Source: an optimization exercise on an open RTL-to-GDS flow (aim: small area, a short achievable clock period and few clock cycles per item). Production flows keep margins and buffers that such runs may drop.
No functional check of the RTL was part of any run shown here.

==> flow/design.v, too long to show whole: its modules and the start of the top module <==
// module PipeIntMul: 4218 lines
// module mul_fa: 3 lines
// module mul_ha: 3 lines
module PipeIntMul(
  input  [31:0] intA,
  input  [31:0] intB,
  output [63:0] longP,
  input         val_op,
  output        commit,
  output        oprand_rdy,
  input         clk,
  input         reset
);
  // ...
==> flow/run.sh <==
#!/bin/bash
# synth_recipe.tcl (not shown) runs the flow's synth.tcl, then flattens the netlist and writes it again
# the make line also repeats each setting of config.mk as NAME=value (left out here)
make -C /OpenROAD-flow-scripts/flow DESIGN_CONFIG=/design/flow/config.mk WORK_HOME=/design/flow/orfs CLKGATE_MAP_FILE= SYNTH_SCRIPT=/design/flow/synth_recipe.tcl finish
==> flow/config.mk <==
export PLATFORM = sky130hd
export DESIGN_NAME = PipeIntMul
export DESIGN_NICKNAME = PipeIntMul
export VERILOG_FILES = /design/flow/design.v
export SDC_FILE = /design/flow/constraint.sdc
export NUM_CORES = 4
export LEC_CHECK = 0
export CAP_MARGIN = 20
export CORE_MARGIN = 2
export CORE_UTILIZATION = 40
export SETUP_SLACK_MARGIN = 5
export SLEW_MARGIN = 20
export SYNTH_HIERARCHICAL = 1
export SYNTH_MINIMUM_KEEP_SIZE = 0
export TNS_END_PERCENT = 100
==> flow/constraint.sdc <==
create_clock -name core_clock -period 9.0 [get_ports {clk}]
set_input_delay 1.8000 -clock core_clock [delete_from_list [all_inputs] [get_ports {clk}]]
set_output_delay 1.8000 -clock core_clock [all_outputs]
set_load 0.01 [all_outputs]
==> flow_summary.yaml, run 1 <==
status:
  status: "complete, no violations"
setup_path:
  path_depth: 13
  crit_end: "p_r[62]$_DFF_P_"
  rr_worst_depth: 13
  worstSetupPathType: "flip-flop to flip-flop"
  critPathBufInv: 1
synthesis:
  synth_edf_count: 0
  synth_compound_gate_area_share: 0.1603
  synth.most_common_cell: "xnor2_1"
  synth_fa_ha_area_frac: 0.3468
  synth_top_area_frac: 0.3037
  async_flop_share: 0
cells_and_area:
  drive_gt1_frac: 0.09429
  fin_util: 0.4533
  bufAreaShareNonClock: 0.05158
  area_delta_synth_final_pct: 12.63
grt:
  use_met1: 0.3219
  grt_pass1_wl_um: 162100
  grt_start_max_net_pins: 49
cts:
  cts.hold.buffers_added: 0
sta:
  rsz0062_at_grt: "true"
  finalWorstSetupSlack_ns: 4.938
  fin_hold_ws_ns: 0.4356
floorplanning:
  rows: 103
worst_hold_path:
  holdCritStartpoint: "val_r[1]$_SDFF_PP0_"
  holdPathStages: 1
routing:
  drtIter0Drc: 2873
  viasPerCell: 6.096
==> run 2, diff against run 1 <==
--- a/flow/design.v
+++ b/flow/design.v
@@ -9,20 +9,21 @@
   input         reset
 );
   reg [31:0] a0_r;
   reg [15:0] one0_r;
   reg [15:0] two0_r;
   reg [15:0] neg0_r;
   reg b31_r;
   reg [242:0] m0_r;
+  reg [126:0] m1_r;
   reg [63:0] p_r;
-  reg [2:0] val_r;
+  reg [3:0] val_r;
   assign oprand_rdy = 1'b1;
-  assign commit = val_r[2];
+  assign commit = val_r[3];
   assign longP = p_r;
   wire pp_0_0;
   wire pp_0_1;
   wire pp_0_2;
   wire pp_0_3;
   wire pp_0_4;
   wire pp_0_5;
   wire pp_0_6;
@@ -3324,18 +3325,18 @@
   mul_fa us1053 (.a(m0_r[230]), .b(c1048), .c(s1051), .s(s1053), .co(c1054));
   mul_fa us1055 (.a(m0_r[231]), .b(m0_r[232]), .c(m0_r[233]), .s(s1055), .co(c1056));
   mul_fa us1057 (.a(m0_r[234]), .b(c1052), .c(s1055), .s(s1057), .co(c1058));
   mul_fa us1059 (.a(m0_r[235]), .b(m0_r[236]), .c(m0_r[237]), .s(s1059), .co(c1060));
   mul_fa us1061 (.a(m0_r[238]), .b(c1056), .c(s1059), .s(s1061), .co(c1062));
   mul_fa us1063 (.a(1'b1), .b(m0_r[239]), .c(m0_r[240]), .s(s1063), .co(c1064));
   mul_ha us1065 (.a(c1060), .b(s1063), .s(s1065), .co(c1066));
   mul_fa us1067 (.a(m0_r[241]), .b(m0_r[242]), .c(c1064), .s(s1067), .co(c1068));
-  wire [63:0] opx = {c1066, s1065, c1058, c1054, c1050, c1046, c1042, c1038, c1034, c1030, c1026, c1022, c1018, c1014, c1010, c1006, c1002, c998, c994, c990, c986, c982, c978, c974, c970, c966, c962, c958, c954, c950, c946, c942, c938, c934, c930, c926, c922, c918, c914, c910, c906, c902, c898, c894, c890, c886, c882, c878, c874, c870, c866, c862, c858, c854, c850, c846, c842, c838, s835, s831, c828, m0_r[5], m0_r[2], m0_r[0]};
-  wire [63:0] opy = {s1067, c1062, s1061, s1057, s1053, s1049, s1045, s1041, s1037, s1033, s1029, s1025, s1021, s1017, s1013, s1009, s1005, s1001, s997, s993, s989, s985, s981, s977, s973, s969, s965, s961, s957, s953, s949, s945, s941, s937, s933, s929, s925, s921, s917, s913, s909, s905, s901, s897, s893, s889, s885, s881, s877, s873, s869, s865, s861, s857, s853, s849, s845, s841, s837, s833, s829, s827, 1'b0, m0_r[1]};
+  wire [63:0] opx = {m1_r[125], m1_r[123], m1_r[121], m1_r[119], m1_r[117], m1_r[115], m1_r[113], m1_r[111], m1_r[109], m1_r[107], m1_r[105], m1_r[103], m1_r[101], m1_r[99], m1_r[97], m1_r[95], m1_r[93], m1_r[91], m1_r[89], m1_r[87], m1_r[85], m1_r[83], m1_r[81], m1_r[79], m1_r[77], m1_r[75], m1_r[73], m1_r[71], m1_r[69], m1_r[67], m1_r[65], m1_r[63], m1_r[61], m1_r[59], m1_r[57], m1_r[55], m1_r[53], m1_r[51], m1_r[49], m1_r[47], m1_r[45], m1_r[43], m1_r[41], m1_r[39], m1_r[37], m1_r[35], m1_r[33], m1_r[31], m1_r[29], m1_r[27], m1_r[25], m1_r[23], m1_r[21], m1_r[19], m1_r[17], m1_r[15], m1_r[13], m1_r[11], m1_r[9], m1_r[7], m1_r[5], m1_r[3], m1_r[2], m1_r[0]};
+  wire [63:0] opy = {m1_r[126], m1_r[124], m1_r[122], m1_r[120], m1_r[118], m1_r[116], m1_r[114], m1_r[112], m1_r[110], m1_r[108], m1_r[106], m1_r[104], m1_r[102], m1_r[100], m1_r[98], m1_r[96], m1_r[94], m1_r[92], m1_r[90], m1_r[88], m1_r[86], m1_r[84], m1_r[82], m1_r[80], m1_r[78], m1_r[76], m1_r[74], m1_r[72], m1_r[70], m1_r[68], m1_r[66], m1_r[64], m1_r[62], m1_r[60], m1_r[58], m1_r[56], m1_r[54], m1_r[52], m1_r[50], m1_r[48], m1_r[46], m1_r[44], m1_r[42], m1_r[40], m1_r[38], m1_r[36], m1_r[34], m1_r[32], m1_r[30], m1_r[28], m1_r[26], m1_r[24], m1_r[22], m1_r[20], m1_r[18], m1_r[16], m1_r[14], m1_r[12], m1_r[10], m1_r[8], m1_r[6], m1_r[4], 1'b0, m1_r[1]};
   wire [63:0] g0 = opx & opy;
   wire [63:0] p0 = opx ^ opy;
   assign pg1069 = g0[1] | (p0[1] & g0[0]);
   assign pg1070 = g0[2] | (p0[2] & g0[1]);
   assign pp1071 = p0[2] & p0[1];
   assign pg1072 = g0[3] | (p0[3] & g0[2]);
   assign pp1073 = p0[3] & p0[2];
   assign pg1074 = g0[4] | (p0[4] & g0[3]);
@@ -4202,23 +4203,150 @@
     m0_r[235] <= ns15;
     m0_r[236] <= pp_16_29;
     m0_r[237] <= pp_15_31;
     m0_r[238] <= c826;
     m0_r[239] <= pp_16_30;
     m0_r[240] <= pp_15_32;
     m0_r[241] <= ns16;
     m0_r[242] <= pp_16_31;
+    m1_r[0] <= m0_r[0];
+    m1_r[1] <= m0_r[1];
+    m1_r[2] <= m0_r[2];
+    m1_r[3] <= m0_r[5];
+    m1_r[4] <= s827;
+    m1_r[5] <= c828;
+    m1_r[6] <= s829;
+    m1_r[7] <= s831;
+    m1_r[8] <= s833;
+    m1_r[9] <= s835;
+    m1_r[10] <= s837;
+    m1_r[11] <= c838;
+    m1_r[12] <= s841;
+    m1_r[13] <= c842;
+    m1_r[14] <= s845;
+    m1_r[15] <= c846;
+    m1_r[16] <= s849;
+    m1_r[17] <= c850;
+    m1_r[18] <= s853;
+    m1_r[19] <= c854;
+    m1_r[20] <= s857;
+    m1_r[21] <= c858;
+    m1_r[22] <= s861;
+    m1_r[23] <= c862;
+    m1_r[24] <= s865;
+    m1_r[25] <= c866;
+    m1_r[26] <= s869;
+    m1_r[27] <= c870;
+    m1_r[28] <= s873;
+    m1_r[29] <= c874;
+    m1_r[30] <= s877;
+    m1_r[31] <= c878;
+    m1_r[32] <= s881;
+    m1_r[33] <= c882;
+    m1_r[34] <= s885;
+    m1_r[35] <= c886;
+    m1_r[36] <= s889;
+    m1_r[37] <= c890;
+    m1_r[38] <= s893;
+    m1_r[39] <= c894;
+    m1_r[40] <= s897;
+    m1_r[41] <= c898;
+    m1_r[42] <= s901;
+    m1_r[43] <= c902;
+    m1_r[44] <= s905;
+    m1_r[45] <= c906;
+    m1_r[46] <= s909;
+    m1_r[47] <= c910;
+    m1_r[48] <= s913;
+    m1_r[49] <= c914;
+    m1_r[50] <= s917;
+    m1_r[51] <= c918;
+    m1_r[52] <= s921;
+    m1_r[53] <= c922;
+    m1_r[54] <= s925;
+    m1_r[55] <= c926;
+    m1_r[56] <= s929;
+    m1_r[57] <= c930;
+    m1_r[58] <= s933;
+    m1_r[59] <= c934;
+    m1_r[60] <= s937;
+    m1_r[61] <= c938;
+    m1_r[62] <= s941;
+    m1_r[63] <= c942;
+    m1_r[64] <= s945;
+    m1_r[65] <= c946;
+    m1_r[66] <= s949;
+    m1_r[67] <= c950;
+    m1_r[68] <= s953;
+    m1_r[69] <= c954;
+    m1_r[70] <= s957;
+    m1_r[71] <= c958;
+    m1_r[72] <= s961;
+    m1_r[73] <= c962;
+    m1_r[74] <= s965;
+    m1_r[75] <= c966;
+    m1_r[76] <= s969;
+    m1_r[77] <= c970;
+    m1_r[78] <= s973;
+    m1_r[79] <= c974;
+    m1_r[80] <= s977;
+    m1_r[81] <= c978;
+    m1_r[82] <= s981;
+    m1_r[83] <= c982;
+    m1_r[84] <= s985;
+    m1_r[85] <= c986;
+    m1_r[86] <= s989;
+    m1_r[87] <= c990;
+    m1_r[88] <= s993;
+    m1_r[89] <= c994;
+    m1_r[90] <= s997;
+    m1_r[91] <= c998;
+    m1_r[92] <= s1001;
+    m1_r[93] <= c1002;
+    m1_r[94] <= s1005;
+    m1_r[95] <= c1006;
+    m1_r[96] <= s1009;
+    m1_r[97] <= c1010;
+    m1_r[98] <= s1013;
+    m1_r[99] <= c1014;
+    m1_r[100] <= s1017;
+    m1_r[101] <= c1018;
+    m1_r[102] <= s1021;
+    m1_r[103] <= c1022;
+    m1_r[104] <= s1025;
+    m1_r[105] <= c1026;
+    m1_r[106] <= s1029;
+    m1_r[107] <= c1030;
+    m1_r[108] <= s1033;
+    m1_r[109] <= c1034;
+    m1_r[110] <= s1037;
+    m1_r[111] <= c1038;
+    m1_r[112] <= s1041;
+    m1_r[113] <= c1042;
+    m1_r[114] <= s1045;
+    m1_r[115] <= c1046;
+    m1_r[116] <= s1049;
+    m1_r[117] <= c1050;
+    m1_r[118] <= s1053;
+    m1_r[119] <= c1054;
+    m1_r[120] <= s1057;
+    m1_r[121] <= c1058;
+    m1_r[122] <= s1061;
+    m1_r[123] <= s1065;
+    m1_r[124] <= c1062;
+    m1_r[125] <= c1066;
+    m1_r[126] <= s1067;
     p_r <= prod;
   end
   always @(posedge clk) begin
     if (reset)
-      val_r <= 3'd0;
+      val_r <= 4'd0;
     else
-      val_r <= {val_r[1:0], val_op};
+      val_r <= {val_r[2:0], val_op};
   end
 endmodule
 module mul_fa(input a, input b, input c, output s, output co);
   assign {co, s} = a + b + c;
 endmodule
 module mul_ha(input a, input b, output s, output co);
   assign {co, s} = a + b;
 endmodule
==> flow/flow/run.sh (new file) <==
#!/bin/bash
set -euo pipefail
MARGIN=$(cat flow/margin.txt 2>/dev/null || echo 5)
bash standard.sh SETUP_SLACK_MARGIN="$MARGIN" TNS_END_PERCENT=100 finish > flow_make.log 2>&1
==> flow/flow/margin.txt (new file) <==
6
==> flow/standard.sh (new file) <==
#!/bin/bash
# synth_recipe.tcl (not shown) runs the flow's synth.tcl, then flattens the netlist and writes it again
# the make line also repeats each setting of config.mk as NAME=value (left out here)
make -C /OpenROAD-flow-scripts/flow DESIGN_CONFIG=/design/flow/config.mk WORK_HOME=/design/flow/orfs CLKGATE_MAP_FILE= SYNTH_SCRIPT=/design/flow/synth_recipe.tcl "${@:-finish}"
==> flow/config.mk (replaced) <==
export PLATFORM = sky130hd
export DESIGN_NAME = PipeIntMul
export DESIGN_NICKNAME = PipeIntMul
export VERILOG_FILES = /design/flow/design.v
export SDC_FILE = /design/flow/constraint.sdc
export NUM_CORES = 4
export LEC_CHECK = 0
export CAP_MARGIN = 20
export CORE_MARGIN = 2
export CORE_UTILIZATION = 40
export SLEW_MARGIN = 20
export SYNTH_HIERARCHICAL = 1
export SYNTH_MINIMUM_KEEP_SIZE = 0
removed: flow/run.sh
==> run 2 against run 1 <==
Net effect:
- first-iteration DRC count up 14%
- sequential share of layout area up 2.5 points
- setup slack better by 0.92 ns
- largest cell class unchanged
- critical path depth down 2
- non-clock buffer count up 198
- still clean on timing, DRC and antenna
- register-to-register slack better by 0.92 ns
==> flow_summary.yaml, run 2 <==
sta:
  worst_pin_slew_ns: 0.7601
  setup-violations-final: 0
  setup_tns_ns: 0
  slew_viol_final: 0
  period_needed_ns: 3.142
  rsz0062_at_grt: "true"
  skew_ns: 0.03431
  max_freq_mhz: 318.3
  period_share: 0.3491
  fin_hold_ws_ns: 0.3292
  hold_viol_final: 0
  relSlewSlack: 0.4879
grt:
  grt_start_max_net_pins: 36
  grt_pass1_wl_um: 176200
  grtUsageTotal: 0.2727
  grt_overflow: 0
  antenna_found_initial: 4
  grt_pass1_vias: 27439
floorplanning:
  ios: 133
  dieArea_sq_um: 87870
  die_width_um: 296.4
  rows: 107
  initial_core_util: 0.4024
  die_h_um: 296.4
  core_sq_um: 85010
setup_path:
  worstSetupPathType: "flip-flop to flip-flop"
  rr_worst_depth: 11
  slowest_stage: "a221o_2"
  slowest_delay_ns: 0.53
  start_kind: "flip-flop"
  end_kind: "flip-flop"
  crit_chain: "ha_4, nand3_4, a32oi_4, a31oi_4, o21ai_4, a41oi_4, a221o_2, o22a_4, o31ai_4, a221oi_2, xnor2_1"
  cp_max_fo: 5
  cp_data_required_time_ns: 9.51
  cp_data_arrival_time_ns: 3.65
routing:
  viasPerCell: 6.056
  ant_nets: 0
  drt-pass1-iter-count: 9
  drcViolationCount: 0
  drtIter0Drc: 3288
  drt-total-wl_um: 124800
  vias: 26324
  wl_per_cell_um: 28.71
cells_and_area:
  layout_common_cells: "xnor2_1, a22oi_1, dfxtp_1"
  top_regs: "m0_r (243), m1_r (127), p_r (64)"
  final_common_cell: "xnor2_1"
  largest_reg_flops: 243
  final.fill_count: 7252
  fin_cells: 4347
  top_register: "m0_r"
  finalInstanceArea_sq_um: 42920
  area_delta_synth_final_pct: 25.48
  drive_gt1_frac: 0.2171
  nets: 3812
placed_design:
  dp_cells: 4024
  io_buffers: 131
  placed_area_sq_um: 36300
  dp_hpwl_um: 67050
  gp_congestion: 0.9167
synthesis:
  yosysUniqueCellTypes: 59
  synth_top_flop_cell: "dfxtp_1"
  synth.largest_area_cell: "dfxtp_1"
  synth_top_area_frac: 0.3032
  synth_area_per_cell_sq_um: 11.44
  synth.most_common_cell: "xnor2_1"
  syn_area_sq_um: 34210
  synth_area_leaders: "dfxtp_1, fa_1, xnor2_1, a22oi_1, ha_1"
  synth_edf_count: 0
  synth_seq_cells: 518
  async_flop_share: 0
  synth_common_cells: "xnor2_1, dfxtp_1, a22oi_1"
  yosys_warnings: 7
  synthCells: 2990
  synth_seq_area_share: 0.3032
worst_hold_path:
  holdPathStages: 0
  hold_class: "flip-flop to flip-flop"
cts:
  cts_buffers: 57
  cts_buffer_depth: 3
  root_buffer: "clkbuf_16"
  htreeDepth: 2
  clock_sinks: 518
  cts.hold.buffers_added: 0
  clk_latency_ns: 0.63
  cts_tree: "done"
  path_clk_slew_ns: 0.06
status:
  status: "complete, no violations"
run:
  maxCapViolCount: 0
[run 2: worst max-delay path: cells and delay by family, from the launching register on]
kind	cells	cell delay, ns
AO/OA/AOI/OAI	8	2.19
XOR/XNOR	1	0.13
adder cells (fa/ha/maj)	1	0.31
flip-flops	1	0.33
AND/OR/NAND/NOR	1	0.08
[run 2: path summary, 6_finish.rpt]
path / from / endpoint / slack [ns]
max: m1_r[6]$_DFF_P_ / p_r[62]$_DFF_P_ / 5.86
min: m0_r[0]$_DFF_P_ / m1_r[0]$_DFF_P_ / 0.33
min reg2reg: m0_r[0]$_DFF_P_ / m1_r[0]$_DFF_P_ / 0.33
max reg2reg: m1_r[6]$_DFF_P_ / p_r[62]$_DFF_P_ / 5.86
[run 2: repair_timing]
item | in CTS | in global routing
resized for setup | 387 | 240
setup buffers | 98 | 98
pin swaps | 19 | 114
endpoints found under the setup margin | 200 | 88
endpoints found under the hold margin | 0 | 0
gates cloned | 11 | 10
[run 2: metrics by stage]
step	setup slack, ns	utilization
2_1_floorplan	5.932	-
3_3_place_gp	5.198	0.4270
3_5_place_dp	5.188	0.4270
4_1_cts	5.909	0.4813
5_1_grt	5.783	0.5048
6_report	5.858	0.5049
[run 2: layout make-up]
type	count	area, sq um	share of cell area
antenna	2	5.005	0.0001166
clock buffer	78	1605	0.03740
clock inverter	26	304.0	0.007084
inverter	34	127.6	0.002973
multi-input combinational	2148	23650	0.5510
sequential	518	10590	0.2467
tap	1144	1431	0.03335
timing repair buffer	397	5210	0.1214
[run 2: routing by layer]
layer  up-vias  wire length [um]  track usage
li1      10513                 -            -
met4         6              8432       0.1561
met2      2136             55010       0.4246
met5         -                64            0
met3       595             16380      0.08779
met1     13074             44900       0.3328
[run 2: modules after synthesis (local to each module, per instance)]
| module | area (sq um) | copies in the design | cells inside | flip-flops and latches |
|---|---|---|---|---|
| mul_fa | 20.02 | 480 | 1 | 0 |
| PipeIntMul | 24020 | 1 | 2464 | 518 |
| mul_ha | 12.51 | 46 | 1 | 0 |
[run 2: logic make-up after synthesis]
group                    Yosys count  synth area share
adder cells (fa/ha/maj)          589            0.3208
AO/OA/AOI/OAI                    704            0.1482
flip-flops                       518            0.3032
AND/OR/NAND/NOR                  232           0.03479
XOR/XNOR                         604            0.1547
multiplexers                       2         0.0005853
buffers and inverters            340           0.03768
other                              1         0.0001096

## what the ideal ports hide
Ports are ideal in the flow. The routed layouts listed here were re-timed in OpenROAD.
Step 1 assumes that a clkbuf_16 drives the clock port and a buf_2 every other input.
Step 2 moves the port delays by t, midway between the first and last clock arrival at a register: inputs arrive t later, outputs are due t later. That takes back most of the time a late clock gives input paths.
Slacks: ideal / step 1 / step 2; pairs: ideal / step 1.
| run | shift t [ns] | slack for setup (ns) | worst hold slack (ns) | worst setup path after step 2 | worst slew at a driven data input, ns |
|---|---|---|---|---|---|
| run 1 | 0.651 | 4.938 / 4.938 / 4.938 | 0.436 / 0.436 / 0.436 | register to register | 0.07 |
| run 2 | 0.682 | 5.858 / 5.858 / 5.858 | 0.329 / 0.329 / 0.329 | register to register | 0.06 |
After both steps every run listed still meets setup and hold.
